From an optimization exercise on the open Yosys and OpenROAD flow, aimed at small area and a short achievable clock period; shortcuts taken in it are not production practice. Function was not checked in any run shown here: the RTL went through the layout flow alone. Power and IR drop assume default switching activity.

==> flow/design.v, too long to show whole: its modules and the start of the top module <==
// module mod3_1: 1832 lines
module mod3_1(
  input clk,
  input reset_n,
  input signed [22:0] a,
  input signed [22:0] b,
  input signed [16:0] c,
  output signed [39:0] y
);
  // ...
==> flow/flow/run.sh <==
#!/bin/bash
# Layout flow: the standard layout (standard.sh) with two changes:
#  1. synthesis runs Yosys's synth with -noabc, so the generic "abc -fast" pass does not
#     restructure the design's adder cells before extract_fa; everything else in the
#     synthesis script (synth_recipe.tcl and ORFS synth.tcl) is unchanged.
#  2. the port buffers that place inserts are sky130_fd_sc_hd__buf_1 (buffer_ports
#     -buffer_cell) instead of the cell buffer_ports picks by default.
set -euo pipefail
work=$PWD
sed 's/synth -nofsm -noshare {\*}\$args/synth -nofsm -noshare -noabc {*}$args/' \
  synth_recipe.tcl > flow_synth.tcl
grep -q -- '-noabc' flow_synth.tcl
bash standard.sh "SYNTH_SCRIPT=$work/flow_synth.tcl" \
  "BUFFER_PORTS_ARGS=-buffer_cell ${PORT_BUF:-sky130_fd_sc_hd__buf_1}" finish \
  > flow_make.log 2>&1
==> flow/standard.sh <==
#!/bin/bash
# synth_recipe.tcl (not shown) runs the flow's synth.tcl, then flattens the netlist and writes it again
# the make line also repeats each setting of config.mk as NAME=value (left out here)
make -C /OpenROAD-flow-scripts/flow DESIGN_CONFIG=/design/flow/config.mk WORK_HOME=/design/flow/orfs CLKGATE_MAP_FILE= SYNTH_SCRIPT=/design/flow/synth_recipe.tcl "${@:-finish}"
==> flow/config.mk <==
export PLATFORM = sky130hd
export DESIGN_NAME = mod3_1
export DESIGN_NICKNAME = mod3_1
export VERILOG_FILES = /design/flow/design.v
export SDC_FILE = /design/flow/constraint.sdc
export NUM_CORES = 4
export LEC_CHECK = 0
export ABC_AREA = 1
export CAP_MARGIN = 20
export CORE_MARGIN = 2
export CORE_UTILIZATION = 65
export CTS_BUF_LIST = sky130_fd_sc_hd__clkbuf_8
export SETUP_SLACK_MARGIN = 3.4
export SLEW_MARGIN = 70
==> flow/constraint.sdc <==
create_clock -name core_clock -period 7.0 [get_ports {clk}]
set_input_delay 1.4000 -clock core_clock [delete_from_list [all_inputs] [get_ports {clk}]]
set_output_delay 1.4000 -clock core_clock [all_outputs]
set_load 0.01 [all_outputs]
==> impl_results.html, run 1 <==
<table>
<tr><th>Metric</th><th>Value</th></tr>
<tr><th colspan="2">Finish</th></tr>
<tr><td>Filler Cell Count</td><td>about 1800</td></tr>
<tr><td>Top flop regs</td><td>h0: 28 flops, h1: 28 flops</td></tr>
<tr><td>Final layout net count</td><td>around 2100</td></tr>
<tr><td>Commonest non-fill, non-tap cell in the layout</td><td>nand2_1</td></tr>
<tr><td>Antenna Cells</td><td>0</td></tr>
<tr><td>Leading cell types in the layout, fill and taps excluded</td><td>nand2_1, inv_1, xor2_1</td></tr>
<tr><td>Non-clk bufs</td><td>120</td></tr>
<tr><td>Multi-input gate share of the layout cell area</td><td>about 65%</td></tr>
<tr><th colspan="2">Critical path</th></tr>
<tr><td>Largest incremental delay on the critical path</td><td>0.42 ns</td></tr>
<tr><td>Critical path buffers and inverters</td><td>1</td></tr>
<tr><td>Depth of the most critical reg-to-reg path</td><td>11</td></tr>
<tr><td>CP delay by family, top</td><td>simple AND/OR/NAND/NOR gates</td></tr>
<tr><td>Required @ worst endpoint</td><td>5.60 ns</td></tr>
<tr><td>Worst setup endpoint</td><td>y[27]</td></tr>
<tr><td>Startpoint of the worst register-to-register path</td><td>d2n[8]</td></tr>
<tr><th colspan="2">Logic synthesis</th></tr>
<tr><td>Xor/xnor cell area share of the yosys netlist</td><td>14.1%</td></tr>
<tr><td>Synthesis warning total</td><td>1</td></tr>
<tr><td>Share of synthesized cell area in and, or, nand and nor gates</td><td>between 10 and 15%</td></tr>
<tr><td>Mapped Cells</td><td>1806</td></tr>
<tr><td>Cell type contributing the most total cell area after synthesis</td><td>fa_1</td></tr>
<tr><td>Distinct cells, synth</td><td>36</td></tr>
<tr><td>Dominant cells by area after synthesis</td><td>fa_1, dfxtp_1, xor2_1, o22ai_1, nand2_1</td></tr>
<tr><td>Compound-cell area share of the yosys netlist</td><td>10.9%</td></tr>
<tr><td>Mapped Area</td><td>15100 µm²</td></tr>
<tr><th colspan="2">Placement</th></tr>
<tr><td>Pre-CTS setup slack</td><td>3.38 ns</td></tr>
<tr><td>DP HPWL</td><td>26800 µm</td></tr>
<tr><td>Buffers on Ports</td><td>104</td></tr>
<tr><th colspan="2">Pwr</th></tr>
<tr><td>IR Drop Worst-Case VDD</td><td>between 0.3 and 0.4 mV</td></tr>
<tr><td>Logic pwr share</td><td>68.3%</td></tr>
<tr><th colspan="2">Clock network</th></tr>
<tr><td>Clock tree sinks</td><td>between 150 and 200</td></tr>
<tr><th colspan="2">Global route</th></tr>
<tr><td>Via count of the first global-routing pass</td><td>11432</td></tr>
<tr><td>Met3 demand-to-capacity share in global routing</td><td>approximately 4.8%</td></tr>
<tr><td>Global-route wire length before repair</td><td>56600 µm</td></tr>
<tr><th colspan="2">Drt</th></tr>
<tr><td>Met2 WL</td><td>16300 µm</td></tr>
<tr><td>DR iter-0 viols</td><td>1044</td></tr>
<tr><td>Total routed wirelength</td><td>35600 µm</td></tr>
<tr><td>Metal1 wirelength</td><td>15800 µm</td></tr>
<tr><th colspan="2">Outcome</th></tr>
<tr><td>Outcome</td><td>timing/DRC/antenna clean</td></tr>
<tr><th colspan="2">Die</th></tr>
<tr><td>I/O pin count</td><td>105</td></tr>
<tr><th colspan="2">Timing</th></tr>
<tr><td>Share of the clock period used by the worst path after layout</td><td>50.3%</td></tr>
</table>
==> run 2: changes to the inputs <==
--- a/flow/design.v
+++ b/flow/design.v
@@ -8,16 +8,17 @@
 );
   reg [23:0] d1n, d2n;
   reg r1q, f1q;
   reg [8:0] one_q, two_q, neg_q, onen_q, twon_q;
   reg [11:0] ylo;
   reg cyq;
   reg [27:0] h0;
   reg [27:0] h1;
+  reg kq;
   wire kill = ~reset_n | f1q;
   wire [8:0] one_w, two_w, neg_w;
   wire [16:0] c1 = c;
   assign one_w[0] = c1[0] ^ 1'b0;
   assign two_w[0] = (c1[1] & ~c1[0] & ~1'b0) | (~c1[1] & c1[0] & 1'b0);
   assign neg_w[0] = c1[1];
   assign one_w[1] = c1[2] ^ c1[1];
   assign two_w[1] = (c1[3] & ~c1[2] & ~c1[1]) | (~c1[3] & c1[2] & c1[1]);
@@ -724,138 +725,384 @@
   wire pg668;
   wire pp669;
   wire pg670;
   wire pp671;
   wire pg672;
   wire pp673;
   wire pg674;
   wire pp675;
-  wire sp679;
-  wire sg680;
-  wire sp681;
-  wire sg682;
-  wire sp683;
-  wire sg684;
-  wire sp685;
-  wire sg686;
-  wire sp687;
-  wire sg688;
-  wire sp689;
-  wire sg690;
-  wire sp691;
-  wire sg692;
-  wire sp693;
-  wire sg694;
-  wire sp695;
-  wire sg696;
-  wire sp697;
-  wire sg698;
-  wire sp699;
-  wire sg700;
-  wire sp701;
-  wire sg702;
-  wire sp703;
-  wire sg704;
-  wire sp705;
-  wire sg706;
-  wire sp707;
-  wire sg708;
-  wire sp709;
-  wire sg710;
-  wire sp711;
-  wire sg712;
-  wire sp713;
-  wire sg714;
-  wire sp715;
-  wire sg716;
-  wire sp717;
-  wire sg718;
-  wire sp719;
-  wire sg720;
-  wire sp721;
-  wire sg722;
-  wire sp723;
-  wire sg724;
-  wire sp725;
-  wire sg726;
-  wire pg727;
-  wire pp728;
-  wire pg729;
-  wire pp730;
-  wire pg731;
-  wire pp732;
-  wire pg733;
-  wire pp734;
-  wire pg735;
-  wire pp736;
-  wire pg737;
-  wire pp738;
-  wire pg739;
-  wire pp740;
-  wire pg741;
-  wire pp742;
-  wire pg743;
-  wire pp744;
-  wire pg745;
-  wire pp746;
-  wire pg747;
-  wire pp748;
-  wire pg749;
-  wire pp750;
-  wire pg751;
-  wire pp752;
-  wire pg753;
-  wire pp754;
-  wire pg755;
-  wire pp756;
-  wire pg757;
-  wire pp758;
-  wire pg759;
-  wire pp760;
-  wire pg761;
-  wire pp762;
-  wire pg763;
-  wire pp764;
-  wire pg765;
-  wire pp766;
-  wire pg767;
-  wire pp768;
-  wire pg769;
-  wire pp770;
-  wire pg771;
-  wire pp772;
-  wire pg773;
-  wire pp774;
-  wire pg775;
-  wire pp776;
-  wire pg777;
-  wire pp778;
-  wire pg779;
-  wire pp780;
-  wire pg781;
-  wire pp782;
-  wire pg783;
-  wire pp784;
-  wire pg785;
-  wire pp786;
-  wire pg787;
-  wire pp788;
-  wire pg789;
-  wire pp790;
-  wire pg791;
-  wire pp792;
-  wire pg793;
-  wire pp794;
-  wire pg795;
-  wire pp796;
-  wire pg797;
-  wire pp798;
-  wire pg799;
-  wire pp800;
+  wire pg676;
+  wire pp677;
+  wire pg678;
+  wire pp679;
+  wire pg680;
+  wire pp681;
+  wire pg682;
+  wire pp683;
+  wire pg684;
+  wire pp685;
+  wire pg686;
+  wire pp687;
+  wire pg688;
+  wire pp689;
+  wire pg690;
+  wire pp691;
+  wire pg692;
+  wire pp693;
+  wire pg694;
+  wire pp695;
+  wire pg696;
+  wire pp697;
+  wire pg698;
+  wire pp699;
+  wire pg700;
+  wire pp701;
+  wire pg702;
+  wire pp703;
+  wire pg704;
+  wire pp705;
+  wire pg706;
+  wire pp707;
+  wire pg708;
+  wire pp709;
+  wire pg710;
+  wire pp711;
+  wire pg712;
+  wire pp713;
+  wire pg714;
+  wire pp715;
+  wire pg716;
+  wire pp717;
+  wire pg718;
+  wire pp719;
+  wire pg720;
+  wire pp721;
+  wire pg722;
+  wire pp723;
+  wire pg724;
+  wire pp725;
+  wire pg726;
+  wire pp727;
+  wire pg728;
+  wire pp729;
+  wire pg730;
+  wire pp731;
+  wire pg732;
+  wire pp733;
+  wire pg734;
+  wire pp735;
+  wire pg736;
+  wire pp737;
+  wire pg738;
+  wire pp739;
+  wire pg740;
+  wire pp741;
+  wire pg742;
+  wire pp743;
+  wire pg744;
+  wire pp745;
+  wire pg746;
+  wire pp747;
+  wire pg748;
+  wire pp749;
+  wire pg750;
+  wire pp751;
+  wire pg752;
+  wire pp753;
+  wire pg754;
+  wire pp755;
+  wire pg756;
+  wire pp757;
+  wire pg758;
+  wire pp759;
+  wire pg760;
+  wire pp761;
+  wire pg762;
+  wire pp763;
+  wire pg764;
+  wire pp765;
+  wire pg766;
+  wire pp767;
+  wire pg768;
+  wire pp769;
+  wire pg770;
+  wire pp771;
+  wire pg772;
+  wire pp773;
+  wire pg774;
+  wire pp775;
+  wire pg776;
+  wire pp777;
+  wire pg778;
+  wire pp779;
+  wire pg780;
+  wire pp781;
+  wire pg782;
+  wire pp783;
+  wire pg784;
+  wire pp785;
+  wire pg786;
+  wire pp787;
+  wire pg788;
+  wire pp789;
+  wire pg790;
+  wire pp791;
+  wire pg792;
+  wire pp793;
+  wire pg794;
+  wire pp795;
+  wire pg796;
+  wire pp797;
+  wire pg798;
+  wire pp799;
+  wire pg800;
+  wire pp801;
+  wire pg802;
+  wire pp803;
+  wire pg804;
+  wire pp805;
+  wire pg806;
+  wire pp807;
+  wire pg808;
+  wire pp809;
+  wire pg810;
+  wire pp811;
+  wire pg812;
+  wire pp813;
+  wire pg814;
+  wire pp815;
+  wire pg816;
+  wire pp817;
+  wire pg818;
+  wire pp819;
+  wire pg820;
+  wire pp821;
+  wire pg822;
+  wire pp823;
+  wire pg824;
+  wire pp825;
+  wire pg826;
+  wire pp827;
+  wire pg828;
+  wire pp829;
+  wire pg830;
+  wire pp831;
+  wire pg832;
+  wire pp833;
+  wire pg834;
+  wire pp835;
+  wire pg836;
+  wire pp837;
+  wire pg838;
+  wire pp839;
+  wire pg840;
+  wire pp841;
+  wire pg842;
+  wire pp843;
+  wire pg844;
+  wire pp845;
+  wire pg846;
+  wire pp847;
+  wire pg848;
+  wire pp849;
+  wire pg850;
+  wire pp851;
+  wire pg852;
+  wire pp853;
+  wire pg854;
+  wire pp855;
+  wire pg856;
+  wire pp857;
+  wire pg858;
+  wire pp859;
+  wire pg860;
+  wire pp861;
+  wire pg862;
+  wire pp863;
+  wire pg864;
+  wire pp865;
+  wire pg866;
+  wire pp867;
+  wire pg868;
+  wire pp869;
+  wire pg870;
+  wire pp871;
+  wire pg872;
+  wire pp873;
+  wire pg874;
+  wire pp875;
+  wire pg876;
+  wire pp877;
+  wire pg878;
+  wire pp879;
+  wire pg880;
+  wire pp881;
+  wire pg882;
+  wire pp883;
+  wire pg884;
+  wire pp885;
+  wire pg886;
+  wire pp887;
+  wire pg888;
+  wire pp889;
+  wire pg890;
+  wire pp891;
+  wire pg892;
+  wire pp893;
+  wire cc894;
+  wire cc895;
+  wire cc896;
+  wire cc897;
+  wire cc898;
+  wire cc899;
+  wire cc900;
+  wire cc901;
+  wire cc902;
+  wire cc903;
+  wire cc904;
+  wire cc905;
+  wire cc906;
+  wire cc907;
+  wire cc908;
+  wire cc909;
+  wire cc910;
+  wire cc911;
+  wire cc912;
+  wire cc913;
+  wire cc914;
+  wire cc915;
+  wire cc916;
+  wire cc917;
+  wire cc918;
+  wire cc919;
+  wire cc920;
+  wire cc921;
+  wire sp922;
+  wire sg923;
+  wire sp924;
+  wire sg925;
+  wire sp926;
+  wire sg927;
+  wire sp928;
+  wire sg929;
+  wire sp930;
+  wire sg931;
+  wire sp932;
+  wire sg933;
+  wire sp934;
+  wire sg935;
+  wire sp936;
+  wire sg937;
+  wire sp938;
+  wire sg939;
+  wire sp940;
+  wire sg941;
+  wire sp942;
+  wire sg943;
+  wire sp944;
+  wire sg945;
+  wire sp946;
+  wire sg947;
+  wire sp948;
+  wire sg949;
+  wire sp950;
+  wire sg951;
+  wire sp952;
+  wire sg953;
+  wire sp954;
+  wire sg955;
+  wire sp956;
+  wire sg957;
+  wire sp958;
+  wire sg959;
+  wire sp960;
+  wire sg961;
+  wire sp962;
+  wire sg963;
+  wire sp964;
+  wire sg965;
+  wire sp966;
+  wire sg967;
+  wire sp968;
+  wire sg969;
+  wire pg970;
+  wire pp971;
+  wire pg972;
+  wire pp973;
+  wire pg974;
+  wire pp975;
+  wire pg976;
+  wire pp977;
+  wire pg978;
+  wire pp979;
+  wire pg980;
+  wire pp981;
+  wire pg982;
+  wire pp983;
+  wire pg984;
+  wire pp985;
+  wire pg986;
+  wire pp987;
+  wire pg988;
+  wire pp989;
+  wire pg990;
+  wire pp991;
+  wire pg992;
+  wire pp993;
+  wire pg994;
+  wire pp995;
+  wire pg996;
+  wire pp997;
+  wire pg998;
+  wire pp999;
+  wire pg1000;
+  wire pp1001;
+  wire pg1002;
+  wire pp1003;
+  wire pg1004;
+  wire pp1005;
+  wire pg1006;
+  wire pp1007;
+  wire pg1008;
+  wire pp1009;
+  wire pg1010;
+  wire pp1011;
+  wire pg1012;
+  wire pp1013;
+  wire pg1014;
+  wire pp1015;
+  wire pg1016;
+  wire pp1017;
+  wire pg1018;
+  wire pp1019;
+  wire pg1020;
+  wire pp1021;
+  wire pg1022;
+  wire pp1023;
+  wire pg1024;
+  wire pp1025;
+  wire pg1026;
+  wire pp1027;
+  wire pg1028;
+  wire pp1029;
+  wire pg1030;
+  wire pp1031;
+  wire pg1032;
+  wire pp1033;
+  wire pg1034;
+  wire pp1035;
+  wire pg1036;
+  wire pp1037;
+  wire pg1038;
+  wire pp1039;
+  wire pg1040;
+  wire pp1041;
+  wire pg1042;
+  wire pp1043;
   assign ia201 = d1n[1] & d1n[0];
   assign ia202 = d1n[3] & d1n[2];
   assign ia203 = d1n[5] & d1n[4];
   assign ia204 = d1n[7] & d1n[6];
   assign ia205 = d1n[9] & d1n[8];
   assign ia206 = d1n[11] & d1n[10];
   assign ia207 = d1n[13] & d1n[12];
   assign ia208 = d1n[15] & d1n[14];
@@ -1484,162 +1731,162 @@
   assign s604 = co471 ^ s534 ^ co533;
   assign co605 = (co471 & s534) | (co471 & co533) | (s534 & co533);
   assign s606 = pp198 ^ co535 ^ s536;
   assign co607 = (pp198 & co535) | (pp198 & s536) | (co535 & s536);
   assign s608 = ci260 ^ pp199 ^ co537;
   assign co609 = (ci260 & pp199) | (ci260 & co537) | (pp199 & co537);
   assign s610 = r8q[22] ^ r8q[21] ^ pp200;
   assign co611 = (r8q[22] & r8q[21]) | (r8q[22] & pp200) | (r8q[21] & pp200);
-  assign sp679 = ~(a[0] ^ b[0]);
-  assign sg680 = a[0] | ~b[0];
-  assign sp681 = ~(a[1] ^ b[1]);
-  assign sg682 = a[1] & ~b[1];
-  assign sp683 = ~(a[2] ^ b[2]);
-  assign sg684 = a[2] & ~b[2];
-  assign sp685 = ~(a[3] ^ b[3]);
-  assign sg686 = a[3] & ~b[3];
-  assign sp687 = ~(a[4] ^ b[4]);
-  assign sg688 = a[4] & ~b[4];
-  assign sp689 = ~(a[5] ^ b[5]);
-  assign sg690 = a[5] & ~b[5];
-  assign sp691 = ~(a[6] ^ b[6]);
-  assign sg692 = a[6] & ~b[6];
-  assign sp693 = ~(a[7] ^ b[7]);
-  assign sg694 = a[7] & ~b[7];
-  assign sp695 = ~(a[8] ^ b[8]);
-  assign sg696 = a[8] & ~b[8];
-  assign sp697 = ~(a[9] ^ b[9]);
-  assign sg698 = a[9] & ~b[9];
-  assign sp699 = ~(a[10] ^ b[10]);
-  assign sg700 = a[10] & ~b[10];
-  assign sp701 = ~(a[11] ^ b[11]);
-  assign sg702 = a[11] & ~b[11];
-  assign sp703 = ~(a[12] ^ b[12]);
-  assign sg704 = a[12] & ~b[12];
-  assign sp705 = ~(a[13] ^ b[13]);
-  assign sg706 = a[13] & ~b[13];
-  assign sp707 = ~(a[14] ^ b[14]);
-  assign sg708 = a[14] & ~b[14];
-  assign sp709 = ~(a[15] ^ b[15]);
-  assign sg710 = a[15] & ~b[15];
-  assign sp711 = ~(a[16] ^ b[16]);
-  assign sg712 = a[16] & ~b[16];
-  assign sp713 = ~(a[17] ^ b[17]);
-  assign sg714 = a[17] & ~b[17];
-  assign sp715 = ~(a[18] ^ b[18]);
-  assign sg716 = a[18] & ~b[18];
-  assign sp717 = ~(a[19] ^ b[19]);
-  assign sg718 = a[19] & ~b[19];
-  assign sp719 = ~(a[20] ^ b[20]);
-  assign sg720 = a[20] & ~b[20];
-  assign sp721 = ~(a[21] ^ b[21]);
-  assign sg722 = a[21] & ~b[21];
-  assign sp723 = ~(a[22] ^ b[22]);
-  assign sg724 = a[22] & ~b[22];
-  assign sp725 = ~(a[22] ^ b[22]);
-  assign sg726 = a[22] & ~b[22];
-  assign pg727 = sg682 | (sp681 & sg680);
-  assign pp728 = sp681 & sp679;
-  assign pg729 = sg686 | (sp685 & sg684);
-  assign pp730 = sp685 & sp683;
-  assign pg731 = sg690 | (sp689 & sg688);
-  assign pp732 = sp689 & sp687;
-  assign pg733 = sg694 | (sp693 & sg692);
-  assign pp734 = sp693 & sp691;
-  assign pg735 = sg698 | (sp697 & sg696);
-  assign pp736 = sp697 & sp695;
-  assign pg737 = sg702 | (sp701 & sg700);
-  assign pp738 = sp701 & sp699;
-  assign pg739 = sg706 | (sp705 & sg704);
-  assign pp740 = sp705 & sp703;
-  assign pg741 = sg710 | (sp709 & sg708);
-  assign pp742 = sp709 & sp707;
-  assign pg743 = sg714 | (sp713 & sg712);
-  assign pp744 = sp713 & sp711;
-  assign pg745 = sg718 | (sp717 & sg716);
-  assign pp746 = sp717 & sp715;
-  assign pg747 = sg722 | (sp721 & sg720);
-  assign pp748 = sp721 & sp719;
-  assign pg749 = pg729 | (pp730 & pg727);
-  assign pp750 = pp730 & pp728;
-  assign pg751 = pg733 | (pp734 & pg731);
-  assign pp752 = pp734 & pp732;
-  assign pg753 = pg737 | (pp738 & pg735);
-  assign pp754 = pp738 & pp736;
-  assign pg755 = pg741 | (pp742 & pg739);
-  assign pp756 = pp742 & pp740;
-  assign pg757 = pg745 | (pp746 & pg743);
-  assign pp758 = pp746 & pp744;
-  assign pg759 = pg751 | (pp752 & pg749);
-  assign pp760 = pp752 & pp750;
-  assign pg761 = pg755 | (pp756 & pg753);
-  assign pp762 = pp756 & pp754;
-  assign pg763 = pg761 | (pp762 & pg759);
-  assign pp764 = pp762 & pp760;
-  assign pg765 = pg753 | (pp754 & pg759);
-  assign pp766 = pp754 & pp760;
-  assign pg767 = pg757 | (pp758 & pg763);
-  assign pp768 = pp758 & pp764;
-  assign pg769 = pg731 | (pp732 & pg749);
-  assign pp770 = pp732 & pp750;
-  assign pg771 = pg735 | (pp736 & pg759);
-  assign pp772 = pp736 & pp760;
-  assign pg773 = pg739 | (pp740 & pg765);
-  assign pp774 = pp740 & pp766;
-  assign pg775 = pg743 | (pp744 & pg763);
-  assign pp776 = pp744 & pp764;
-  assign pg777 = pg747 | (pp748 & pg767);
-  assign pp778 = pp748 & pp768;
-  assign pg779 = sg684 | (sp683 & pg727);
-  assign pp780 = sp683 & pp728;
-  assign pg781 = sg688 | (sp687 & pg749);
-  assign pp782 = sp687 & pp750;
-  assign pg783 = sg692 | (sp691 & pg769);
-  assign pp784 = sp691 & pp770;
-  assign pg785 = sg696 | (sp695 & pg759);
-  assign pp786 = sp695 & pp760;
-  assign pg787 = sg700 | (sp699 & pg771);
-  assign pp788 = sp699 & pp772;
-  assign pg789 = sg704 | (sp703 & pg765);
-  assign pp790 = sp703 & pp766;
-  assign pg791 = sg708 | (sp707 & pg773);
-  assign pp792 = sp707 & pp774;
-  assign pg793 = sg712 | (sp711 & pg763);
-  assign pp794 = sp711 & pp764;
-  assign pg795 = sg716 | (sp715 & pg775);
-  assign pp796 = sp715 & pp776;
-  assign pg797 = sg720 | (sp719 & pg767);
-  assign pp798 = sp719 & pp768;
-  assign pg799 = sg724 | (sp723 & pg777);
-  assign pp800 = sp723 & pp778;
-  assign dsub[0] = ~sp679;
-  assign dsub[1] = sp681 ^ sg680;
-  assign dsub[2] = sp683 ^ pg727;
-  assign dsub[3] = sp685 ^ pg779;
-  assign dsub[4] = sp687 ^ pg749;
-  assign dsub[5] = sp689 ^ pg781;
-  assign dsub[6] = sp691 ^ pg769;
-  assign dsub[7] = sp693 ^ pg783;
-  assign dsub[8] = sp695 ^ pg759;
-  assign dsub[9] = sp697 ^ pg785;
-  assign dsub[10] = sp699 ^ pg771;
-  assign dsub[11] = sp701 ^ pg787;
-  assign dsub[12] = sp703 ^ pg765;
-  assign dsub[13] = sp705 ^ pg789;
-  assign dsub[14] = sp707 ^ pg773;
-  assign dsub[15] = sp709 ^ pg791;
-  assign dsub[16] = sp711 ^ pg763;
-  assign dsub[17] = sp713 ^ pg793;
-  assign dsub[18] = sp715 ^ pg775;
-  assign dsub[19] = sp717 ^ pg795;
-  assign dsub[20] = sp719 ^ pg767;
-  assign dsub[21] = sp721 ^ pg797;
-  assign dsub[22] = sp723 ^ pg777;
-  assign dsub[23] = sp725 ^ pg799;
+  assign sp922 = ~(a[0] ^ b[0]);
+  assign sg923 = a[0] | ~b[0];
+  assign sp924 = ~(a[1] ^ b[1]);
+  assign sg925 = a[1] & ~b[1];
+  assign sp926 = ~(a[2] ^ b[2]);
+  assign sg927 = a[2] & ~b[2];
+  assign sp928 = ~(a[3] ^ b[3]);
+  assign sg929 = a[3] & ~b[3];
+  assign sp930 = ~(a[4] ^ b[4]);
+  assign sg931 = a[4] & ~b[4];
+  assign sp932 = ~(a[5] ^ b[5]);
+  assign sg933 = a[5] & ~b[5];
+  assign sp934 = ~(a[6] ^ b[6]);
+  assign sg935 = a[6] & ~b[6];
+  assign sp936 = ~(a[7] ^ b[7]);
+  assign sg937 = a[7] & ~b[7];
+  assign sp938 = ~(a[8] ^ b[8]);
+  assign sg939 = a[8] & ~b[8];
+  assign sp940 = ~(a[9] ^ b[9]);
+  assign sg941 = a[9] & ~b[9];
+  assign sp942 = ~(a[10] ^ b[10]);
+  assign sg943 = a[10] & ~b[10];
+  assign sp944 = ~(a[11] ^ b[11]);
+  assign sg945 = a[11] & ~b[11];
+  assign sp946 = ~(a[12] ^ b[12]);
+  assign sg947 = a[12] & ~b[12];
+  assign sp948 = ~(a[13] ^ b[13]);
+  assign sg949 = a[13] & ~b[13];
+  assign sp950 = ~(a[14] ^ b[14]);
+  assign sg951 = a[14] & ~b[14];
+  assign sp952 = ~(a[15] ^ b[15]);
+  assign sg953 = a[15] & ~b[15];
+  assign sp954 = ~(a[16] ^ b[16]);
+  assign sg955 = a[16] & ~b[16];
+  assign sp956 = ~(a[17] ^ b[17]);
+  assign sg957 = a[17] & ~b[17];
+  assign sp958 = ~(a[18] ^ b[18]);
+  assign sg959 = a[18] & ~b[18];
+  assign sp960 = ~(a[19] ^ b[19]);
+  assign sg961 = a[19] & ~b[19];
+  assign sp962 = ~(a[20] ^ b[20]);
+  assign sg963 = a[20] & ~b[20];
+  assign sp964 = ~(a[21] ^ b[21]);
+  assign sg965 = a[21] & ~b[21];
+  assign sp966 = ~(a[22] ^ b[22]);
+  assign sg967 = a[22] & ~b[22];
+  assign sp968 = ~(a[22] ^ b[22]);
+  assign sg969 = a[22] & ~b[22];
+  assign pg970 = sg925 | (sp924 & sg923);
+  assign pp971 = sp924 & sp922;
+  assign pg972 = sg929 | (sp928 & sg927);
+  assign pp973 = sp928 & sp926;
+  assign pg974 = sg933 | (sp932 & sg931);
+  assign pp975 = sp932 & sp930;
+  assign pg976 = sg937 | (sp936 & sg935);
+  assign pp977 = sp936 & sp934;
+  assign pg978 = sg941 | (sp940 & sg939);
+  assign pp979 = sp940 & sp938;
+  assign pg980 = sg945 | (sp944 & sg943);
+  assign pp981 = sp944 & sp942;
+  assign pg982 = sg949 | (sp948 & sg947);
+  assign pp983 = sp948 & sp946;
+  assign pg984 = sg953 | (sp952 & sg951);
+  assign pp985 = sp952 & sp950;
+  assign pg986 = sg957 | (sp956 & sg955);
+  assign pp987 = sp956 & sp954;
+  assign pg988 = sg961 | (sp960 & sg959);
+  assign pp989 = sp960 & sp958;
+  assign pg990 = sg965 | (sp964 & sg963);
+  assign pp991 = sp964 & sp962;
+  assign pg992 = pg972 | (pp973 & pg970);
+  assign pp993 = pp973 & pp971;
+  assign pg994 = pg976 | (pp977 & pg974);
+  assign pp995 = pp977 & pp975;
+  assign pg996 = pg980 | (pp981 & pg978);
+  assign pp997 = pp981 & pp979;
+  assign pg998 = pg984 | (pp985 & pg982);
+  assign pp999 = pp985 & pp983;
+  assign pg1000 = pg988 | (pp989 & pg986);
+  assign pp1001 = pp989 & pp987;
+  assign pg1002 = pg994 | (pp995 & pg992);
+  assign pp1003 = pp995 & pp993;
+  assign pg1004 = pg998 | (pp999 & pg996);
+  assign pp1005 = pp999 & pp997;
+  assign pg1006 = pg1004 | (pp1005 & pg1002);
+  assign pp1007 = pp1005 & pp1003;
+  assign pg1008 = pg996 | (pp997 & pg1002);
+  assign pp1009 = pp997 & pp1003;
+  assign pg1010 = pg1000 | (pp1001 & pg1006);
+  assign pp1011 = pp1001 & pp1007;
+  assign pg1012 = pg974 | (pp975 & pg992);
+  assign pp1013 = pp975 & pp993;
+  assign pg1014 = pg978 | (pp979 & pg1002);
+  assign pp1015 = pp979 & pp1003;
+  assign pg1016 = pg982 | (pp983 & pg1008);
+  assign pp1017 = pp983 & pp1009;
+  assign pg1018 = pg986 | (pp987 & pg1006);
+  assign pp1019 = pp987 & pp1007;
+  assign pg1020 = pg990 | (pp991 & pg1010);
+  assign pp1021 = pp991 & pp1011;
+  assign pg1022 = sg927 | (sp926 & pg970);
+  assign pp1023 = sp926 & pp971;
+  assign pg1024 = sg931 | (sp930 & pg992);
+  assign pp1025 = sp930 & pp993;
+  assign pg1026 = sg935 | (sp934 & pg1012);
+  assign pp1027 = sp934 & pp1013;
+  assign pg1028 = sg939 | (sp938 & pg1002);
+  assign pp1029 = sp938 & pp1003;
+  assign pg1030 = sg943 | (sp942 & pg1014);
+  assign pp1031 = sp942 & pp1015;
+  assign pg1032 = sg947 | (sp946 & pg1008);
+  assign pp1033 = sp946 & pp1009;
+  assign pg1034 = sg951 | (sp950 & pg1016);
+  assign pp1035 = sp950 & pp1017;
+  assign pg1036 = sg955 | (sp954 & pg1006);
+  assign pp1037 = sp954 & pp1007;
+  assign pg1038 = sg959 | (sp958 & pg1018);
+  assign pp1039 = sp958 & pp1019;
+  assign pg1040 = sg963 | (sp962 & pg1010);
+  assign pp1041 = sp962 & pp1011;
+  assign pg1042 = sg967 | (sp966 & pg1020);
+  assign pp1043 = sp966 & pp1021;
+  assign dsub[0] = ~sp922;
+  assign dsub[1] = sp924 ^ sg923;
+  assign dsub[2] = sp926 ^ pg970;
+  assign dsub[3] = sp928 ^ pg1022;
+  assign dsub[4] = sp930 ^ pg992;
+  assign dsub[5] = sp932 ^ pg1024;
+  assign dsub[6] = sp934 ^ pg1012;
+  assign dsub[7] = sp936 ^ pg1026;
+  assign dsub[8] = sp938 ^ pg1002;
+  assign dsub[9] = sp940 ^ pg1028;
+  assign dsub[10] = sp942 ^ pg1014;
+  assign dsub[11] = sp944 ^ pg1030;
+  assign dsub[12] = sp946 ^ pg1008;
+  assign dsub[13] = sp948 ^ pg1032;
+  assign dsub[14] = sp950 ^ pg1016;
+  assign dsub[15] = sp952 ^ pg1034;
+  assign dsub[16] = sp954 ^ pg1006;
+  assign dsub[17] = sp956 ^ pg1036;
+  assign dsub[18] = sp958 ^ pg1018;
+  assign dsub[19] = sp960 ^ pg1038;
+  assign dsub[20] = sp962 ^ pg1010;
+  assign dsub[21] = sp964 ^ pg1040;
+  assign dsub[22] = sp966 ^ pg1020;
+  assign dsub[23] = sp968 ^ pg1042;
   assign fp612 = neg0 ^ pp1;
   assign fg613 = neg0 & pp1;
   assign fp614 = pp2;
   assign fg615 = 1'b0;
   assign fp616 = s538 ^ pp26;
   assign fg617 = s538 & pp26;
   assign fp618 = co539 ^ s540;
   assign fg619 = co539 & s540;
@@ -1695,138 +1942,381 @@
   assign pp669 = fp628 & pp667;
   assign pg670 = pg644 | (pp645 & pg666);
   assign pp671 = pp645 & pp667;
   assign pg672 = pg656 | (pp657 & pg666);
   assign pp673 = pp657 & pp667;
   assign pg674 = pg658 | (pp659 & pg666);
   assign pp675 = pp659 & pp667;
   wire [11:0] ylo_d;
-  assign ylo_d[0] = (fp612) & ~kill;
-  assign ylo_d[1] = (fp614 ^ fg613) & ~kill;
-  assign ylo_d[2] = (fp616 ^ pg636) & ~kill;
-  assign ylo_d[3] = (fp618 ^ pg648) & ~kill;
-  assign ylo_d[4] = (fp620 ^ pg650) & ~kill;
-  assign ylo_d[5] = (fp622 ^ pg660) & ~kill;
-  assign ylo_d[6] = (fp624 ^ pg662) & ~kill;
-  assign ylo_d[7] = (fp626 ^ pg664) & ~kill;
-  assign ylo_d[8] = (fp628 ^ pg666) & ~kill;
-  assign ylo_d[9] = (fp630 ^ pg668) & ~kill;
-  assign ylo_d[10] = (fp632 ^ pg670) & ~kill;
-  assign ylo_d[11] = (fp634 ^ pg672) & ~kill;
+  assign ylo_d[0] = fp612;
+  assign ylo_d[1] = fp614 ^ fg613;
+  assign ylo_d[2] = fp616 ^ pg636;
+  assign ylo_d[3] = fp618 ^ pg648;
+  assign ylo_d[4] = fp620 ^ pg650;
+  assign ylo_d[5] = fp622 ^ pg660;
+  assign ylo_d[6] = fp624 ^ pg662;
+  assign ylo_d[7] = fp626 ^ pg664;
+  assign ylo_d[8] = fp628 ^ pg666;
+  assign ylo_d[9] = fp630 ^ pg668;
+  assign ylo_d[10] = fp632 ^ pg670;
+  assign ylo_d[11] = fp634 ^ pg672;
   wire [27:0] h0_d, h1_d;
-  assign h0_d[0] = (co557) & ~kill;
-  assign h1_d[0] = (s558) & ~kill;
-  assign h0_d[1] = (co559) & ~kill;
-  assign h1_d[1] = (s560) & ~kill;
-  assign h0_d[2] = (co561) & ~kill;
-  assign h1_d[2] = (s562) & ~kill;
-  assign h0_d[3] = (co563) & ~kill;
-  assign h1_d[3] = (s564) & ~kill;
-  assign h0_d[4] = (co565) & ~kill;
-  assign h1_d[4] = (s566) & ~kill;
-  assign h0_d[5] = (co567) & ~kill;
-  assign h1_d[5] = (s568) & ~kill;
-  assign h0_d[6] = (co569) & ~kill;
-  assign h1_d[6] = (s570) & ~kill;
-  assign h0_d[7] = (co571) & ~kill;
-  assign h1_d[7] = (s572) & ~kill;
-  assign h0_d[8] = (co573) & ~kill;
-  assign h1_d[8] = (s574) & ~kill;
-  assign h0_d[9] = (co575) & ~kill;
-  assign h1_d[9] = (s576) & ~kill;
-  assign h0_d[10] = (co577) & ~kill;
-  assign h1_d[10] = (s578) & ~kill;
-  assign h0_d[11] = (co579) & ~kill;
-  assign h1_d[11] = (s580) & ~kill;
-  assign h0_d[12] = (co581) & ~kill;
-  assign h1_d[12] = (s582) & ~kill;
-  assign h0_d[13] = (co583) & ~kill;
-  assign h1_d[13] = (s584) & ~kill;
-  assign h0_d[14] = (co585) & ~kill;
-  assign h1_d[14] = (s586) & ~kill;
-  assign h0_d[15] = (co587) & ~kill;
-  assign h1_d[15] = (s588) & ~kill;
-  assign h0_d[16] = (co589) & ~kill;
-  assign h1_d[16] = (s590) & ~kill;
-  assign h0_d[17] = (co591) & ~kill;
-  assign h1_d[17] = (s592) & ~kill;
-  assign h0_d[18] = (co593) & ~kill;
-  assign h1_d[18] = (s594) & ~kill;
-  assign h0_d[19] = (co595) & ~kill;
-  assign h1_d[19] = (s596) & ~kill;
-  assign h0_d[20] = (co597) & ~kill;
-  assign h1_d[20] = (s598) & ~kill;
-  assign h0_d[21] = (co599) & ~kill;
-  assign h1_d[21] = (s600) & ~kill;
-  assign h0_d[22] = (co601) & ~kill;
-  assign h1_d[22] = (s602) & ~kill;
-  assign h0_d[23] = (co603) & ~kill;
-  assign h1_d[23] = (s604) & ~kill;
-  assign h0_d[24] = (co605) & ~kill;
-  assign h1_d[24] = (s606) & ~kill;
-  assign h0_d[25] = (co607) & ~kill;
-  assign h1_d[25] = (s608) & ~kill;
-  assign h0_d[26] = (co609) & ~kill;
-  assign h1_d[26] = (s610) & ~kill;
-  assign h0_d[27] = (co611) & ~kill;
-  assign h1_d[27] = (ci261) & ~kill;
-  wire [29:0] ax676, bx677, sm678;
-  assign ax676 = {1'b0, h0[27], h0[26], h0[25], h0[24], h0[23], h0[22], h0[21], h0[20], h0[19], h0[18], h0[17], h0[16], h0[15], h0[14], h0[13], h0[12], h0[11], h0[10], h0[9], h0[8], h0[7], h0[6], h0[5], h0[4], h0[3], h0[2], h0[1], h0[0], 1'b1};
-  assign bx677 = {1'b0, h1[27], h1[26], h1[25], h1[24], h1[23], h1[22], h1[21], h1[20], h1[19], h1[18], h1[17], h1[16], h1[15], h1[14], h1[13], h1[12], h1[11], h1[10], h1[9], h1[8], h1[7], h1[6], h1[5], h1[4], h1[3], h1[2], h1[1], h1[0], cyq};
-  assign sm678 = ax676 + bx677;
+  assign h0_d[0] = co557 ^ s558;
+  assign h1_d[0] = co557 & s558;
+  assign h0_d[1] = co559 ^ s560;
+  assign h1_d[1] = co559 & s560;
+  assign h0_d[2] = co561 ^ s562;
+  assign h1_d[2] = co561 & s562;
+  assign h0_d[3] = co563 ^ s564;
+  assign h1_d[3] = co563 & s564;
+  assign h0_d[4] = co565 ^ s566;
+  assign h1_d[4] = co565 & s566;
+  assign h0_d[5] = co567 ^ s568;
+  assign h1_d[5] = co567 & s568;
+  assign h0_d[6] = co569 ^ s570;
+  assign h1_d[6] = co569 & s570;
+  assign h0_d[7] = co571 ^ s572;
+  assign h1_d[7] = co571 & s572;
+  assign h0_d[8] = co573 ^ s574;
+  assign h1_d[8] = co573 & s574;
+  assign h0_d[9] = co575 ^ s576;
+  assign h1_d[9] = co575 & s576;
+  assign h0_d[10] = co577 ^ s578;
+  assign h1_d[10] = co577 & s578;
+  assign h0_d[11] = co579 ^ s580;
+  assign h1_d[11] = co579 & s580;
+  assign h0_d[12] = co581 ^ s582;
+  assign h1_d[12] = co581 & s582;
+  assign h0_d[13] = co583 ^ s584;
+  assign h1_d[13] = co583 & s584;
+  assign h0_d[14] = co585 ^ s586;
+  assign h1_d[14] = co585 & s586;
+  assign h0_d[15] = co587 ^ s588;
+  assign h1_d[15] = co587 & s588;
+  assign h0_d[16] = co589 ^ s590;
+  assign h1_d[16] = co589 & s590;
+  assign h0_d[17] = co591 ^ s592;
+  assign h1_d[17] = co591 & s592;
+  assign h0_d[18] = co593 ^ s594;
+  assign h1_d[18] = co593 & s594;
+  assign h0_d[19] = co595 ^ s596;
+  assign h1_d[19] = co595 & s596;
+  assign h0_d[20] = co597 ^ s598;
+  assign h1_d[20] = co597 & s598;
+  assign h0_d[21] = co599 ^ s600;
+  assign h1_d[21] = co599 & s600;
+  assign h0_d[22] = co601 ^ s602;
+  assign h1_d[22] = co601 & s602;
+  assign h0_d[23] = co603 ^ s604;
+  assign h1_d[23] = co603 & s604;
+  assign h0_d[24] = co605 ^ s606;
+  assign h1_d[24] = co605 & s606;
+  assign h0_d[25] = co607 ^ s608;
+  assign h1_d[25] = co607 & s608;
+  assign h0_d[26] = co609 ^ s610;
+  assign h1_d[26] = co609 & s610;
+  assign h0_d[27] = co611 ^ ci261;
+  assign h1_d[27] = co611 & ci261;
+  assign pg676 = h1[1] | (h0[1] & h1[0]);
+  assign pp677 = h0[1] & h0[0];
+  assign pg678 = h1[2] | (h0[2] & h1[1]);
+  assign pp679 = h0[2] & h0[1];
+  assign pg680 = h1[3] | (h0[3] & h1[2]);
+  assign pp681 = h0[3] & h0[2];
+  assign pg682 = h1[4] | (h0[4] & h1[3]);
+  assign pp683 = h0[4] & h0[3];
+  assign pg684 = h1[5] | (h0[5] & h1[4]);
+  assign pp685 = h0[5] & h0[4];
+  assign pg686 = h1[6] | (h0[6] & h1[5]);
+  assign pp687 = h0[6] & h0[5];
+  assign pg688 = h1[7] | (h0[7] & h1[6]);
+  assign pp689 = h0[7] & h0[6];
+  assign pg690 = h1[8] | (h0[8] & h1[7]);
+  assign pp691 = h0[8] & h0[7];
+  assign pg692 = h1[9] | (h0[9] & h1[8]);
+  assign pp693 = h0[9] & h0[8];
+  assign pg694 = h1[10] | (h0[10] & h1[9]);
+  assign pp695 = h0[10] & h0[9];
+  assign pg696 = h1[11] | (h0[11] & h1[10]);
+  assign pp697 = h0[11] & h0[10];
+  assign pg698 = h1[12] | (h0[12] & h1[11]);
+  assign pp699 = h0[12] & h0[11];
+  assign pg700 = h1[13] | (h0[13] & h1[12]);
+  assign pp701 = h0[13] & h0[12];
+  assign pg702 = h1[14] | (h0[14] & h1[13]);
+  assign pp703 = h0[14] & h0[13];
+  assign pg704 = h1[15] | (h0[15] & h1[14]);
+  assign pp705 = h0[15] & h0[14];
+  assign pg706 = h1[16] | (h0[16] & h1[15]);
+  assign pp707 = h0[16] & h0[15];
+  assign pg708 = h1[17] | (h0[17] & h1[16]);
+  assign pp709 = h0[17] & h0[16];
+  assign pg710 = h1[18] | (h0[18] & h1[17]);
+  assign pp711 = h0[18] & h0[17];
+  assign pg712 = h1[19] | (h0[19] & h1[18]);
+  assign pp713 = h0[19] & h0[18];
+  assign pg714 = h1[20] | (h0[20] & h1[19]);
+  assign pp715 = h0[20] & h0[19];
+  assign pg716 = h1[21] | (h0[21] & h1[20]);
+  assign pp717 = h0[21] & h0[20];
+  assign pg718 = h1[22] | (h0[22] & h1[21]);
+  assign pp719 = h0[22] & h0[21];
+  assign pg720 = h1[23] | (h0[23] & h1[22]);
+  assign pp721 = h0[23] & h0[22];
+  assign pg722 = h1[24] | (h0[24] & h1[23]);
+  assign pp723 = h0[24] & h0[23];
+  assign pg724 = h1[25] | (h0[25] & h1[24]);
+  assign pp725 = h0[25] & h0[24];
+  assign pg726 = h1[26] | (h0[26] & h1[25]);
+  assign pp727 = h0[26] & h0[25];
+  assign pg728 = h1[27] | (h0[27] & h1[26]);
+  assign pp729 = h0[27] & h0[26];
+  assign pg730 = pg678 | (pp679 & h1[0]);
+  assign pp731 = pp679 & h0[0];
+  assign pg732 = pg680 | (pp681 & pg676);
+  assign pp733 = pp681 & pp677;
+  assign pg734 = pg682 | (pp683 & pg678);
+  assign pp735 = pp683 & pp679;
+  assign pg736 = pg684 | (pp685 & pg680);
+  assign pp737 = pp685 & pp681;
+  assign pg738 = pg686 | (pp687 & pg682);
+  assign pp739 = pp687 & pp683;
+  assign pg740 = pg688 | (pp689 & pg684);
+  assign pp741 = pp689 & pp685;
+  assign pg742 = pg690 | (pp691 & pg686);
+  assign pp743 = pp691 & pp687;
+  assign pg744 = pg692 | (pp693 & pg688);
+  assign pp745 = pp693 & pp689;
+  assign pg746 = pg694 | (pp695 & pg690);
+  assign pp747 = pp695 & pp691;
+  assign pg748 = pg696 | (pp697 & pg692);
+  assign pp749 = pp697 & pp693;
+  assign pg750 = pg698 | (pp699 & pg694);
+  assign pp751 = pp699 & pp695;
+  assign pg752 = pg700 | (pp701 & pg696);
+  assign pp753 = pp701 & pp697;
+  assign pg754 = pg702 | (pp703 & pg698);
+  assign pp755 = pp703 & pp699;
+  assign pg756 = pg704 | (pp705 & pg700);
+  assign pp757 = pp705 & pp701;
+  assign pg758 = pg706 | (pp707 & pg702);
+  assign pp759 = pp707 & pp703;
+  assign pg760 = pg708 | (pp709 & pg704);
+  assign pp761 = pp709 & pp705;
+  assign pg762 = pg710 | (pp711 & pg706);
+  assign pp763 = pp711 & pp707;
+  assign pg764 = pg712 | (pp713 & pg708);
+  assign pp765 = pp713 & pp709;
+  assign pg766 = pg714 | (pp715 & pg710);
+  assign pp767 = pp715 & pp711;
+  assign pg768 = pg716 | (pp717 & pg712);
+  assign pp769 = pp717 & pp713;
+  assign pg770 = pg718 | (pp719 & pg714);
+  assign pp771 = pp719 & pp715;
+  assign pg772 = pg720 | (pp721 & pg716);
+  assign pp773 = pp721 & pp717;
+  assign pg774 = pg722 | (pp723 & pg718);
+  assign pp775 = pp723 & pp719;
+  assign pg776 = pg724 | (pp725 & pg720);
+  assign pp777 = pp725 & pp721;
+  assign pg778 = pg726 | (pp727 & pg722);
+  assign pp779 = pp727 & pp723;
+  assign pg780 = pg728 | (pp729 & pg724);
+  assign pp781 = pp729 & pp725;
+  assign pg782 = pg734 | (pp735 & h1[0]);
+  assign pp783 = pp735 & h0[0];
+  assign pg784 = pg736 | (pp737 & pg676);
+  assign pp785 = pp737 & pp677;
+  assign pg786 = pg738 | (pp739 & pg730);
+  assign pp787 = pp739 & pp731;
+  assign pg788 = pg740 | (pp741 & pg732);
+  assign pp789 = pp741 & pp733;
+  assign pg790 = pg742 | (pp743 & pg734);
+  assign pp791 = pp743 & pp735;
+  assign pg792 = pg744 | (pp745 & pg736);
+  assign pp793 = pp745 & pp737;
+  assign pg794 = pg746 | (pp747 & pg738);
+  assign pp795 = pp747 & pp739;
+  assign pg796 = pg748 | (pp749 & pg740);
+  assign pp797 = pp749 & pp741;
+  assign pg798 = pg750 | (pp751 & pg742);
+  assign pp799 = pp751 & pp743;
+  assign pg800 = pg752 | (pp753 & pg744);
+  assign pp801 = pp753 & pp745;
+  assign pg802 = pg754 | (pp755 & pg746);
+  assign pp803 = pp755 & pp747;
+  assign pg804 = pg756 | (pp757 & pg748);
+  assign pp805 = pp757 & pp749;
+  assign pg806 = pg758 | (pp759 & pg750);
+  assign pp807 = pp759 & pp751;
+  assign pg808 = pg760 | (pp761 & pg752);
+  assign pp809 = pp761 & pp753;
+  assign pg810 = pg762 | (pp763 & pg754);
+  assign pp811 = pp763 & pp755;
+  assign pg812 = pg764 | (pp765 & pg756);
+  assign pp813 = pp765 & pp757;
+  assign pg814 = pg766 | (pp767 & pg758);
+  assign pp815 = pp767 & pp759;
+  assign pg816 = pg768 | (pp769 & pg760);
+  assign pp817 = pp769 & pp761;
+  assign pg818 = pg770 | (pp771 & pg762);
+  assign pp819 = pp771 & pp763;
+  assign pg820 = pg772 | (pp773 & pg764);
+  assign pp821 = pp773 & pp765;
+  assign pg822 = pg774 | (pp775 & pg766);
+  assign pp823 = pp775 & pp767;
+  assign pg824 = pg776 | (pp777 & pg768);
+  assign pp825 = pp777 & pp769;
+  assign pg826 = pg778 | (pp779 & pg770);
+  assign pp827 = pp779 & pp771;
+  assign pg828 = pg780 | (pp781 & pg772);
+  assign pp829 = pp781 & pp773;
+  assign pg830 = pg790 | (pp791 & h1[0]);
+  assign pp831 = pp791 & h0[0];
+  assign pg832 = pg792 | (pp793 & pg676);
+  assign pp833 = pp793 & pp677;
+  assign pg834 = pg794 | (pp795 & pg730);
+  assign pp835 = pp795 & pp731;
+  assign pg836 = pg796 | (pp797 & pg732);
+  assign pp837 = pp797 & pp733;
+  assign pg838 = pg798 | (pp799 & pg782);
+  assign pp839 = pp799 & pp783;
+  assign pg840 = pg800 | (pp801 & pg784);
+  assign pp841 = pp801 & pp785;
+  assign pg842 = pg802 | (pp803 & pg786);
+  assign pp843 = pp803 & pp787;
+  assign pg844 = pg804 | (pp805 & pg788);
+  assign pp845 = pp805 & pp789;
+  assign pg846 = pg806 | (pp807 & pg790);
+  assign pp847 = pp807 & pp791;
+  assign pg848 = pg808 | (pp809 & pg792);
+  assign pp849 = pp809 & pp793;
+  assign pg850 = pg810 | (pp811 & pg794);
+  assign pp851 = pp811 & pp795;
+  assign pg852 = pg812 | (pp813 & pg796);
+  assign pp853 = pp813 & pp797;
+  assign pg854 = pg814 | (pp815 & pg798);
+  assign pp855 = pp815 & pp799;
+  assign pg856 = pg816 | (pp817 & pg800);
+  assign pp857 = pp817 & pp801;
+  assign pg858 = pg818 | (pp819 & pg802);
+  assign pp859 = pp819 & pp803;
+  assign pg860 = pg820 | (pp821 & pg804);
+  assign pp861 = pp821 & pp805;
+  assign pg862 = pg822 | (pp823 & pg806);
+  assign pp863 = pp823 & pp807;
+  assign pg864 = pg824 | (pp825 & pg808);
+  assign pp865 = pp825 & pp809;
+  assign pg866 = pg826 | (pp827 & pg810);
+  assign pp867 = pp827 & pp811;
+  assign pg868 = pg828 | (pp829 & pg812);
+  assign pp869 = pp829 & pp813;
+  assign pg870 = pg846 | (pp847 & h1[0]);
+  assign pp871 = pp847 & h0[0];
+  assign pg872 = pg848 | (pp849 & pg676);
+  assign pp873 = pp849 & pp677;
+  assign pg874 = pg850 | (pp851 & pg730);
+  assign pp875 = pp851 & pp731;
+  assign pg876 = pg852 | (pp853 & pg732);
+  assign pp877 = pp853 & pp733;
+  assign pg878 = pg854 | (pp855 & pg782);
+  assign pp879 = pp855 & pp783;
+  assign pg880 = pg856 | (pp857 & pg784);
+  assign pp881 = pp857 & pp785;
+  assign pg882 = pg858 | (pp859 & pg786);
+  assign pp883 = pp859 & pp787;
+  assign pg884 = pg860 | (pp861 & pg788);
+  assign pp885 = pp861 & pp789;
+  assign pg886 = pg862 | (pp863 & pg830);
+  assign pp887 = pp863 & pp831;
+  assign pg888 = pg864 | (pp865 & pg832);
+  assign pp889 = pp865 & pp833;
+  assign pg890 = pg866 | (pp867 & pg834);
+  assign pp891 = pp867 & pp835;
+  assign pg892 = pg868 | (pp869 & pg836);
+  assign pp893 = pp869 & pp837;
+  assign cc894 = h1[0] | (h0[0] & cyq);
+  assign cc895 = pg676 | (pp677 & cyq);
+  assign cc896 = pg730 | (pp731 & cyq);
+  assign cc897 = pg732 | (pp733 & cyq);
+  assign cc898 = pg782 | (pp783 & cyq);
+  assign cc899 = pg784 | (pp785 & cyq);
+  assign cc900 = pg786 | (pp787 & cyq);
+  assign cc901 = pg788 | (pp789 & cyq);
+  assign cc902 = pg830 | (pp831 & cyq);
+  assign cc903 = pg832 | (pp833 & cyq);
+  assign cc904 = pg834 | (pp835 & cyq);
+  assign cc905 = pg836 | (pp837 & cyq);
+  assign cc906 = pg838 | (pp839 & cyq);
+  assign cc907 = pg840 | (pp841 & cyq);
+  assign cc908 = pg842 | (pp843 & cyq);
+  assign cc909 = pg844 | (pp845 & cyq);
+  assign cc910 = pg870 | (pp871 & cyq);
+  assign cc911 = pg872 | (pp873 & cyq);
+  assign cc912 = pg874 | (pp875 & cyq);
+  assign cc913 = pg876 | (pp877 & cyq);
+  assign cc914 = pg878 | (pp879 & cyq);
+  assign cc915 = pg880 | (pp881 & cyq);
+  assign cc916 = pg882 | (pp883 & cyq);
+  assign cc917 = pg884 | (pp885 & cyq);
+  assign cc918 = pg886 | (pp887 & cyq);
+  assign cc919 = pg888 | (pp889 & cyq);
+  assign cc920 = pg890 | (pp891 & cyq);
+  assign cc921 = pg892 | (pp893 & cyq);
   wire [39:0] sum;
   assign sum[0] = ylo[0];
   assign sum[1] = ylo[1];
   assign sum[2] = ylo[2];
   assign sum[3] = ylo[3];
   assign sum[4] = ylo[4];
   assign sum[5] = ylo[5];
   assign sum[6] = ylo[6];
   assign sum[7] = ylo[7];
   assign sum[8] = ylo[8];
   assign sum[9] = ylo[9];
   assign sum[10] = ylo[10];
   assign sum[11] = ylo[11];
-  assign sum[12] = sm678[1];
-  assign sum[13] = sm678[2];
-  assign sum[14] = sm678[3];
-  assign sum[15] = sm678[4];
-  assign sum[16] = sm678[5];
-  assign sum[17] = sm678[6];
-  assign sum[18] = sm678[7];
-  assign sum[19] = sm678[8];
-  assign sum[20] = sm678[9];
-  assign sum[21] = sm678[10];
-  assign sum[22] = sm678[11];
-  assign sum[23] = sm678[12];
-  assign sum[24] = sm678[13];
-  assign sum[25] = sm678[14];
-  assign sum[26] = sm678[15];
-  assign sum[27] = sm678[16];
-  assign sum[28] = sm678[17];
-  assign sum[29] = sm678[18];
-  assign sum[30] = sm678[19];
-  assign sum[31] = sm678[20];
-  assign sum[32] = sm678[21];
-  assign sum[33] = sm678[22];
-  assign sum[34] = sm678[23];
-  assign sum[35] = sm678[24];
-  assign sum[36] = sm678[25];
-  assign sum[37] = sm678[26];
-  assign sum[38] = sm678[27];
-  assign sum[39] = sm678[28];
-  assign y = sum;
+  assign sum[12] = h0[0] ^ cyq;
+  assign sum[13] = h0[1] ^ cc894;
+  assign sum[14] = h0[2] ^ cc895;
+  assign sum[15] = h0[3] ^ cc896;
+  assign sum[16] = h0[4] ^ cc897;
+  assign sum[17] = h0[5] ^ cc898;
+  assign sum[18] = h0[6] ^ cc899;
+  assign sum[19] = h0[7] ^ cc900;
+  assign sum[20] = h0[8] ^ cc901;
+  assign sum[21] = h0[9] ^ cc902;
+  assign sum[22] = h0[10] ^ cc903;
+  assign sum[23] = h0[11] ^ cc904;
+  assign sum[24] = h0[12] ^ cc905;
+  assign sum[25] = h0[13] ^ cc906;
+  assign sum[26] = h0[14] ^ cc907;
+  assign sum[27] = h0[15] ^ cc908;
+  assign sum[28] = h0[16] ^ cc909;
+  assign sum[29] = h0[17] ^ cc910;
+  assign sum[30] = h0[18] ^ cc911;
+  assign sum[31] = h0[19] ^ cc912;
+  assign sum[32] = h0[20] ^ cc913;
+  assign sum[33] = h0[21] ^ cc914;
+  assign sum[34] = h0[22] ^ cc915;
+  assign sum[35] = h0[23] ^ cc916;
+  assign sum[36] = h0[24] ^ cc917;
+  assign sum[37] = h0[25] ^ cc918;
+  assign sum[38] = h0[26] ^ cc919;
+  assign sum[39] = h0[27] ^ cc920;
+  assign y = sum & {40{~kq}};
   always @(posedge clk) begin
     d1n <= ~dsub;
     r1q <= ~reset_n;
     d2n <= d1n;
     f1q <= ~reset_n | r1q;
     onen_q <= ~one_w;
     twon_q <= ~two_w;
     neg_q <= neg_w;
     r8q <= r8_d;
     ylo <= ylo_d;
-    cyq <= (pg674) & ~kill;
+    cyq <= pg674;
     h0 <= h0_d;
     h1 <= h1_d;
+    kq <= kill;
   end
 endmodule
==> impl_results.html, run 2 <==
<table>
<tr><th>Metric</th><th>Value</th></tr>
<tr><th colspan="2">Logic synthesis</th></tr>
<tr><td>Compound-cell area share of the yosys netlist</td><td>12.2% (+1.3 points)</td></tr>
<tr><td>Xor/xnor cell area share of the yosys netlist</td><td>13.6% (-0.41 points)</td></tr>
<tr><td>Most common cell in the synthesized netlist</td><td>nand2_1</td></tr>
<tr><td>Most numerous cell types in the synthesized netlist</td><td>nand2_1, xor2_1, inv_1, o22ai_1, fa_1</td></tr>
<tr><td>Net count after synthesis</td><td>roughly 2000</td></tr>
<tr><td>Mean area per synthesized cell</td><td>between 8 and 9 µm²</td></tr>
<tr><td>Number of enable flip-flop cells after synthesis</td><td>0</td></tr>
<tr><td>Post-synthesis share of cell area spent on full adders, half adders and majority gates</td><td>between 30% and 40%</td></tr>
<tr><td>Post-synthesis sequential element count</td><td>167</td></tr>
<tr><td>Synth async-reset ratio</td><td>0%</td></tr>
<tr><td>Distinct cells, synth</td><td>40 (+11%)</td></tr>
<tr><td>Main combinational cell family by area after synthesis</td><td>adder cells</td></tr>
<tr><td>Mapped Area</td><td>14700 µm² (-2.5%)</td></tr>
<tr><td>Synthesis warning total</td><td>1 (unchanged)</td></tr>
<tr><td>Portion of netlist area occupied by mux cells</td><td>0.307%</td></tr>
<tr><td>Dominant cells by area after synthesis</td><td>fa_1, dfxtp_1, xor2_1, o22ai_1, ha_1</td></tr>
<tr><td>Part of the Yosys area used for sequential elements</td><td>a little under a quarter</td></tr>
<tr><td>Mapped Cells</td><td>1691 (-6.4%)</td></tr>
<tr><td>Predominant post-synthesis flop cell</td><td>dfxtp_1</td></tr>
<tr><td>Cell type contributing the most total cell area after synthesis</td><td>fa_1</td></tr>
<tr><td>Share of synthesized cell area in and, or, nand and nor gates</td><td>12.5% (-0.92 points)</td></tr>
<tr><td>Share of the synthesized area in the top cell type</td><td>24.0%</td></tr>
<tr><th colspan="2">Outcome</th></tr>
<tr><td>Outcome</td><td>timing/DRC/antenna clean</td></tr>
<tr><th colspan="2">Pwr</th></tr>
<tr><td>Logic pwr share</td><td>66.9% (-1.4 points)</td></tr>
<tr><td>Total power after layout</td><td>7.97 mW</td></tr>
<tr><td>Switching power total</td><td>3.84 mW</td></tr>
<tr><td>Share of total power consumed by net switching</td><td>around half</td></tr>
<tr><td>Internal power of the cells</td><td>approximately 4.1 mW</td></tr>
<tr><td>Clock Power Share</td><td>9.4%</td></tr>
<tr><td>Fraction of power consumed by sequential logic</td><td>23.6%</td></tr>
<tr><td>IR Drop Worst-Case VDD</td><td>0.380 mV (+21%)</td></tr>
<tr><td>LEAKAGE</td><td>~7 nW</td></tr>
<tr><td>Total power divided by cell area</td><td>between 500 and 600 nW/µm²</td></tr>
<tr><th colspan="2">Die</th></tr>
<tr><td>Core area</td><td>22400 µm²</td></tr>
<tr><td>Die width</td><td>between 150 and 200 µm</td></tr>
<tr><td>Die Area</td><td>23800 µm²</td></tr>
<tr><td>Core Rows</td><td>55</td></tr>
<tr><td>I/O pin count</td><td>105 (unchanged)</td></tr>
<tr><td>DIE HEIGHT</td><td>154 µm</td></tr>
<tr><td>Starting utilization of the core area</td><td>65.5%</td></tr>
<tr><th colspan="2">Clock network</th></tr>
<tr><td>Clock tree sinks</td><td>167 (unchanged)</td></tr>
<tr><td>Clock slew at reported path FFs</td><td>between 0.1 and 0.15 ns</td></tr>
<tr><td>H-tree Lvls</td><td>4</td></tr>
<tr><td>Setup repair bufs after CTS</td><td>0</td></tr>
<tr><td>Clock buffer count from CTS</td><td>17</td></tr>
<tr><td>CTS tree</td><td>yes</td></tr>
<tr><td>Worst-Skew Late Latency</td><td>between 0.4 and 0.5 ns</td></tr>
<tr><td>Root cell of the clock tree</td><td>clkbuf_8</td></tr>
<tr><td>Maximum clock insertion buffer count</td><td>2</td></tr>
<tr><th colspan="2">Placement</th></tr>
<tr><td>RePlAce Congestion</td><td>around 0.9</td></tr>
<tr><td>Buffers on Ports</td><td>104 (unchanged)</td></tr>
<tr><td>DP HPWL</td><td>26900 µm (+0.52%)</td></tr>
<tr><td>Post-placement cell count</td><td>~2000</td></tr>
<tr><th colspan="2">Critical path</th></tr>
<tr><td>CP Capture Type</td><td>output pin</td></tr>
<tr><td>Capturing point of the worst reg2reg path</td><td>h0[14]</td></tr>
<tr><td>Worst path most repeated cell</td><td>nand2_1</td></tr>
<tr><td>CP delay by family, top</td><td>simple AND/OR/NAND/NOR gates</td></tr>
<tr><td>Arrival time at the worst endpoint</td><td>2.08 ns</td></tr>
<tr><td>Cell-by-cell trace of the critical path</td><td>nand2_1 &gt; nor2_1 &gt; nand2_1 &gt; nor2_4 &gt; nand3_1 &gt; nand4_1 &gt; nand2_1 &gt; nor2_1 &gt; buf_1</td></tr>
<tr><td>Reg-to-reg setup timing slack</td><td>roughly 3.5 ns</td></tr>
<tr><td>Critical path buffers and inverters</td><td>1 (unchanged)</td></tr>
<tr><td>Required @ worst endpoint</td><td>5.60 ns (about the same)</td></tr>
<tr><td>Depth of the most critical reg-to-reg path</td><td>9 (-2)</td></tr>
<tr><td>Startpoint of the worst register-to-register path</td><td>neg_q[1]</td></tr>
<tr><td>Critical Setup Path Class</td><td>reg2out</td></tr>
<tr><td>Largest incremental delay on the critical path</td><td>0.44 ns (+0.02 ns)</td></tr>
<tr><td>Library cell contributing the largest single delay on the critical path</td><td>dfxtp_1</td></tr>
<tr><td>Critical path fanouts, max</td><td>4</td></tr>
<tr><td>Critical path launch point type</td><td>register</td></tr>
<tr><td>Setup crit start</td><td>h0[16]</td></tr>
<tr><th colspan="2">Finish</th></tr>
<tr><td>Antenna Cells</td><td>0 (unchanged)</td></tr>
<tr><td>Final layout net count</td><td>2025 (-5.3%)</td></tr>
<tr><td>Leading cell types in the layout, fill and taps excluded</td><td>nand2_1, xor2_1, o22ai_1</td></tr>
<tr><td>Fraction of final layout cells with drive strength greater than 1</td><td>8.95%</td></tr>
<tr><td>Register ranked first by flip-flop count</td><td>h0</td></tr>
<tr><td>Top flop regs</td><td>h0: 28 flops, h1: 27 flops</td></tr>
<tr><td>Largest register FFs</td><td>28</td></tr>
<tr><td>Filler Cell Count</td><td>1873 (+4.3%)</td></tr>
<tr><td>Post-layout instance count excluding filler cells</td><td>2006</td></tr>
<tr><td>Commonest non-fill, non-tap cell in the layout</td><td>nand2_1</td></tr>
<tr><td>Synth-to-layout area growth</td><td>6.86%</td></tr>
<tr><th colspan="2">Drt</th></tr>
<tr><td>Total routed wirelength</td><td>36000 µm (+1.3%)</td></tr>
<tr><td>Post-detailed-route count of antenna-violating nets</td><td>0</td></tr>
<tr><td>Vias per Instance</td><td>around 5.8</td></tr>
<tr><td>DR DRC count</td><td>0</td></tr>
<tr><td>Number of search-and-repair iterations in the first detailed-routing pass</td><td>8</td></tr>
<tr><td>DR iter-0 viols</td><td>1081 (+3.5%)</td></tr>
<tr><td>Via count</td><td>11606</td></tr>
<tr><td>Wire per inst</td><td>18.0 µm</td></tr>
<tr><th colspan="2">Global route</th></tr>
<tr><td>Initial antenna violation count</td><td>1</td></tr>
<tr><td>Residual overflow from global routing</td><td>0</td></tr>
<tr><td>Pin count of the biggest net entering global routing</td><td>27</td></tr>
<tr><td>Global-route wire length before repair</td><td>59500 µm (+5.1%)</td></tr>
<tr><td>Combined global-route utilization of all metal layers</td><td>between 30% and 40%</td></tr>
<tr><td>Via count of the first global-routing pass</td><td>11847 (+3.6%)</td></tr>
<tr><th colspan="2">Worst hold path</th></tr>
<tr><td>Depth of the worst hold-timing path</td><td>0</td></tr>
<tr><td>Hold Path Sink</td><td>d2n[11]</td></tr>
<tr><td>Worst hold-check path type</td><td>reg2reg</td></tr>
<tr><td>Origin of the worst min-delay path</td><td>d1n[11]</td></tr>
<tr><th colspan="2">Timing</th></tr>
<tr><td>Post-layout min period</td><td>3.48 ns</td></tr>
<tr><td>Transition time at the pin with the least slew margin</td><td>approximately 0.45 ns</td></tr>
<tr><td>Max Clock Skew</td><td>0.0266 ns</td></tr>
<tr><td>Setup violations, final</td><td>0</td></tr>
<tr><td>Unrepaired setup endpoints after global routing</td><td>yes</td></tr>
<tr><td>Headroom to the max-slew limit</td><td>between 70 and 80%</td></tr>
<tr><td>F_max</td><td>around 290 MHz</td></tr>
<tr><td>Share of the clock period used by the worst path after layout</td><td>49.8% (-0.57 points)</td></tr>
<tr><td>Final count of hold timing violations</td><td>0</td></tr>
<tr><td>TNS Setup</td><td>0 ns</td></tr>
<tr><td>Max-slew violation count</td><td>0</td></tr>
<tr><th colspan="2">Flow run</th></tr>
<tr><td>Max-capacitance violation count</td><td>0</td></tr>
</table>
[run 2: cells by family after synthesis]
kind of cell    count (synthesis)
simple gates                  429
buf+inv                       307
compound gates                303
fa+ha+maj                     252
xor+xnor                      229
flops                         167
mux                             4
[run 2: power groups by stage]
stage | Combinational [mW] | Clock [mW] | Sequential, mW
floorplan | 4.07 | 0 | 1.59
global placement | 4.97 | 0 | 1.86
detailed placement | 5.27 | 0 | 1.87
CTS | 5.34 | 0.764 | 1.85
global route | 6.22 | 0.802 | 1.92
finish | 5.34 | 0.752 | 1.88
[run 2: worst max-delay path by stage]
stage | cells past startpoint | endpoint
final | 9 | y[38]
after global routing | 11 | y[32]
after CTS | 9 | y[38]
after detailed placement | 14 | d1n[19]
after global placement | 8 | h0[18]
after floorplan | 14 | cyq
[run 2: timing repair]
| action | CTS | global route |
|---|---|---|
| setup endpoints to repair | 1 | 13 |
| gates resized for setup | 2 | 23 |
| cloned | 0 | 0 |
| hold buffers | 0 | 0 |
[run 2: metrics by stage]
step / hold WS [ns] / area (µm²) / setup WS [ns] / utilization (%)
after floorplan: 0.331 / 14700 / 3.59 / -
after global placement: 0.336 / 15000 / 3.30 / 67.1
after detailed placement: 0.338 / 15200 / 3.30 / 67.7
after CTS: 0.352 / 15600 / 3.41 / 69.6
after global routing: 0.364 / 15700 / 3.38 / 70.0
final: 0.355 / 15700 / 3.52 / 70.0
[run 2: metal layers]
layer  wire length, µm  up-vias  GRT usage (%)  share of wire [%]
met2             16300      603           51.4                 45
li1                  -     5494              -                  -
met1             15100     5418           42.1                 42
met4               958        0           11.0                2.7
met5                 0        -              0                  0
met3              3640       91           6.86                 10
[run 2: final cells by class]
type / instances / area [µm²] / share of cell area, %
flip-flops and latches: 167 / 3460 / 22.0
multi-input cells: 1217 / 10200 / 65.0
well taps: 285 / 357 / 2.27
clock buffers: 17 / 234 / 1.49
repair buffers: 118 / 554 / 3.53
inverters: 187 / 702 / 4.47
clock inverters: 15 / 195 / 1.24

[port drivers added, routing unchanged]
The results above use ideal ports. As a check the final layouts listed here were re-extracted and re-timed, cells and wires unchanged.
Step 1: set_driving_cell puts a clkbuf_16 on clk and a buf_2 on each other input, an assumption about the parent block.
Step 2 moves the port delays by t, midway between the first and last clock arrival at a register: inputs arrive t later, outputs are due t later. That takes back most of the time a late clock gives input paths.
Slacks: ideal / step 1 / step 2; pairs: ideal / step 1.
run | t, ns | slack for setup (ns) | hold WS [ns] | worst setup path after step 2 | worst slew at a driven data input, ns
run 1 | 0.501 | 3.476 / 3.433 / 3.419 | 0.367 / 0.367 / 0.367 | input to register | 0.03
run 2 | 0.506 | 3.515 / 3.474 / 3.315 | 0.355 / 0.355 / 0.355 | input to register | 0.05
After both steps every run listed still meets setup and hold. The setup slack of run 2, which loses most, moves by -0.041 ns with the drivers and by -0.200 ns with both steps.
